Background: an optimization exercise with open tools, aiming at small area. Do not read the settings as production practice.
The RTL was checked by simulation tests, not by an equivalence proof against the original design.
Power and IR drop assume default switching activity.

## apb_i2c_master
module apb_i2c_master #(
  parameter int APB_ADDR_WIDTH = 8,
  parameter int CLK_DIV_WIDTH  = 16
) (
  input  logic                      pclk,
  input  logic                      presetn,
  input  logic [APB_ADDR_WIDTH-1:0] paddr,
  input  logic                      psel,
  input  logic                      penable,
  input  logic                      pwrite,
  input  logic [31:0]               pwdata,
  output logic [31:0]               prdata,
  output logic                      pready,
  output logic                      pslverr,
  input  logic                      scl_i,
  output logic                      scl_o,
  output logic                      scl_oe,
  output logic                      sda_o,
  output logic                      sda_oe,
  input  logic                      sda_i,
  output logic                      irq
);
Size in the first run: ~380 cells after synthesis, about 86 I/O pins, about 4300 um2 of cells after synthesis.
clock: 10.0 ns
lec_check: 0
cap_margin: 20
core_margin: 2
core_utilization: 65
place_density: 0.8
slew_margin: 20
standard.sh (not shown) runs the stock make flow with config.mk's settings and CLKGATE_MAP_FILE= SYNTH_SCRIPT=/design/flow/synth_recipe.tcl, a recipe that flattens the netlist after the stock synthesis.
==> flow/flow/run.sh <==
#!/bin/bash
# Standard ORFS layout (the standard.sh) with:
#  - the standard synthesis, whose combinational logic is then re-mapped for
#    area by Yosys/ABC (registers untouched, see flow/resyn.ys);
#  - the smallest drive strength for every logic cell after floorplan, the
#    later repair steps sizing up what timing, slew or capacitance need;
#  - buf_1 port buffers, one tie cell per level, no dummy clock loads.
set -euo pipefail
W=$PWD
R=$W/orfs/results/sky130hd/apb_i2c_master/base
LIB=$FLOW_HOME/platforms/sky130hd/lib/sky130_fd_sc_hd__tt_025C_1v80.lib
bash standard.sh synth > synth.log 2>&1
cp $R/1_2_yosys.v $W/standard_1_2_yosys.v
DU=""
for c in $(sed -n '/^export DONT_USE_CELLS/,/^$/p' $FLOW_HOME/platforms/sky130hd/config.mk | grep -o 'sky130_fd_sc_hd__[a-z0-9_]*'); do DU="$DU -dont_use $c"; done
sed -e "s|@LIB@|$LIB|g" -e "s|@NETLIST@|$W/standard_1_2_yosys.v|" -e "s|@DONTUSE@|$DU|" \
    -e "s|@ABC@|$W/flow/resyn.abc|" -e "s|@OUT@|$W/resyn_1_2_yosys.v|" flow/resyn.ys > $W/resyn_run.ys
yosys -s $W/resyn_run.ys > resyn.log 2>&1
cp $W/resyn_1_2_yosys.v $R/1_2_yosys.v
touch $R/1_2_yosys.v
export BUFFER_PORTS_ARGS="-buffer_cell sky130_fd_sc_hd__buf_1"
export SKIP_REPAIR_TIE_FANOUT=1
export POST_FLOORPLAN_TCL="$W/flow/downsize.tcl"
export CTS_ARGS="-sink_clustering_enable -repair_clock_nets -dont_use_dummy_load -buf_list sky130_fd_sc_hd__clkbuf_4 -root_buf sky130_fd_sc_hd__clkbuf_8 -sink_clustering_size 10 -sink_clustering_max_diameter 60"
bash standard.sh > standard.log 2>&1
==> flow/flow/resyn.abc <==
strash
&get -n
&deepsyn -T 30
&put
&get -n
&dch -f
&nf -R 1000 -a
&put
Other scripts of this flow, unchanged in this note and not shown: flow/flow/downsize.tcl, flow/flow/resyn.ys
==> next run, changes <==
--- a/flow/flow/run.sh
+++ b/flow/flow/run.sh
@@ -16,4 +16,19 @@
-sed -e "s|@LIB@|$LIB|g" -e "s|@NETLIST@|$W/standard_1_2_yosys.v|" -e "s|@DONTUSE@|$DU|" \
-    -e "s|@ABC@|$W/flow/resyn.abc|" -e "s|@OUT@|$W/resyn_1_2_yosys.v|" flow/resyn.ys > $W/resyn_run.ys
-yosys -s $W/resyn_run.ys > resyn.log 2>&1
-cp $W/resyn_1_2_yosys.v $R/1_2_yosys.v
+# four seeds of the same re-mapping in parallel; the smallest netlist is kept
+best=""; best_area=""
+for s in 1 2 3 4; do
+  sed "s|@SEED@|$s|" flow/resyn.abc.in > $W/resyn_$s.abc
+  sed -e "s|@LIB@|$LIB|g" -e "s|@NETLIST@|$W/standard_1_2_yosys.v|" -e "s|@DONTUSE@|$DU|" \
+      -e "s|@ABC@|$W/resyn_$s.abc|" -e "s|@OUT@|$W/resyn_$s.v|" -e "s|resyn_stat.txt|resyn_stat_$s.txt|" \
+      flow/resyn.ys > $W/resyn_run_$s.ys
+  yosys -s $W/resyn_run_$s.ys > resyn_$s.log 2>&1 &
+done
+wait
+for s in 1 2 3 4; do
+  a=$(sed -n "/=== apb_i2c_master ===/,/Chip area for module/p" resyn_stat_$s.txt 2>/dev/null | awk '/Chip area/ {print $NF}' || true)
+  echo "seed $s: $a" >> resyn_choice.log
+  if [[ -n "$a" && -f $W/resyn_$s.v ]] && { [[ -z "$best" ]] || awk -v a="$a" -v b="$best_area" 'BEGIN {exit !(a < b)}'; }; then
+    best=$s; best_area=$a
+  fi
+done
+echo "kept seed $best ($best_area)" >> resyn_choice.log
+cp $W/resyn_$best.v $R/1_2_yosys.v
==> flow/flow/resyn.abc.in (new file) <==
strash
&get -n
&deepsyn -T 40 -S @SEED@
&put
&get -n
&dch -f
&nf -R 1000 -a
&put
removed: flow/flow/resyn.abc
Global-route usage goes down by 0.37 points.
Total power goes down by a few percent.
Worst hold slack improves by 0.0084 ns.
Final area goes down slightly.
Critical path depth does not change.
Utilization goes down by 0.26 points.
==> next run, changes <==
--- a/flow/flow/run.sh
+++ b/flow/flow/run.sh
@@ -16,19 +16,4 @@
-# four seeds of the same re-mapping in parallel; the smallest netlist is kept
-best=""; best_area=""
-for s in 1 2 3 4; do
-  sed "s|@SEED@|$s|" flow/resyn.abc.in > $W/resyn_$s.abc
-  sed -e "s|@LIB@|$LIB|g" -e "s|@NETLIST@|$W/standard_1_2_yosys.v|" -e "s|@DONTUSE@|$DU|" \
-      -e "s|@ABC@|$W/resyn_$s.abc|" -e "s|@OUT@|$W/resyn_$s.v|" -e "s|resyn_stat.txt|resyn_stat_$s.txt|" \
-      flow/resyn.ys > $W/resyn_run_$s.ys
-  yosys -s $W/resyn_run_$s.ys > resyn_$s.log 2>&1 &
-done
-wait
-for s in 1 2 3 4; do
-  a=$(sed -n "/=== apb_i2c_master ===/,/Chip area for module/p" resyn_stat_$s.txt 2>/dev/null | awk '/Chip area/ {print $NF}' || true)
-  echo "seed $s: $a" >> resyn_choice.log
-  if [[ -n "$a" && -f $W/resyn_$s.v ]] && { [[ -z "$best" ]] || awk -v a="$a" -v b="$best_area" 'BEGIN {exit !(a < b)}'; }; then
-    best=$s; best_area=$a
-  fi
-done
-echo "kept seed $best ($best_area)" >> resyn_choice.log
-cp $W/resyn_$best.v $R/1_2_yosys.v
+sed -e "s|@LIB@|$LIB|g" -e "s|@NETLIST@|$W/standard_1_2_yosys.v|" -e "s|@DONTUSE@|$DU|" \
+    -e "s|@ABC@|$W/flow/resyn.abc|" -e "s|@OUT@|$W/resyn_1_2_yosys.v|" flow/resyn.ys > $W/resyn_run.ys
+yosys -s $W/resyn_run.ys > resyn.log 2>&1
+cp $W/resyn_1_2_yosys.v $R/1_2_yosys.v
==> flow/flow/resyn.abc (new file) <==
strash
dc2
&get -n
&dch -f
&nf -R 1000 -a
&put
strash
dc2
&get -n
&dch -f
&nf -R 1000 -a
&put
removed: flow/flow/resyn.abc.in
=> The changed run ran to the end with no violations. Via count is higher by 6.2%. First-iteration DRC count fell by 23%. Setup slack improves by 0.13 ns. Total power increases by 11%.

[what the ideal ports hide]
The flow's constraints put no driver on any port. The routed layouts listed below were extracted and timed again, unchanged, in two steps. Step 1: set_driving_cell puts a clkbuf_16 on pclk and a buf_2 on each other input, an assumption about the parent block. Step 2 adds t to the input delays and takes it off the output delays; t is the mean of the earliest and latest rising clock arrival at the registers after step 1. Input paths then give back, and output paths get back, about the clock's delay inside the block. Slacks: no drivers / after step 1 / after step 2; pairs: no drivers / after step 1.
| run | shift t [ns] | slack for setup (ns) | worst setup path after step 2 | latest minus earliest clock arrival (ns) | slew at the worst register clock pin (ns) |
|---|---|---|---|---|---|
| the first run | 0.378 | 4.083 / 4.062 / 4.062 | input to output | 0.026 / 0.026 | 0.10 / 0.10 |
| the second run | 0.379 | 4.065 / 4.046 / 4.046 | input to output | 0.029 / 0.029 | 0.10 / 0.10 |
| the third run | 0.386 | 4.198 / 4.175 / 4.175 | input to output | 0.042 / 0.042 | 0.11 / 0.11 |
After both steps setup and hold are still met in every run listed. For the third run, which loses most, drivers alone change the setup slack by -0.023 ns; drivers and shift together by -0.023 ns.
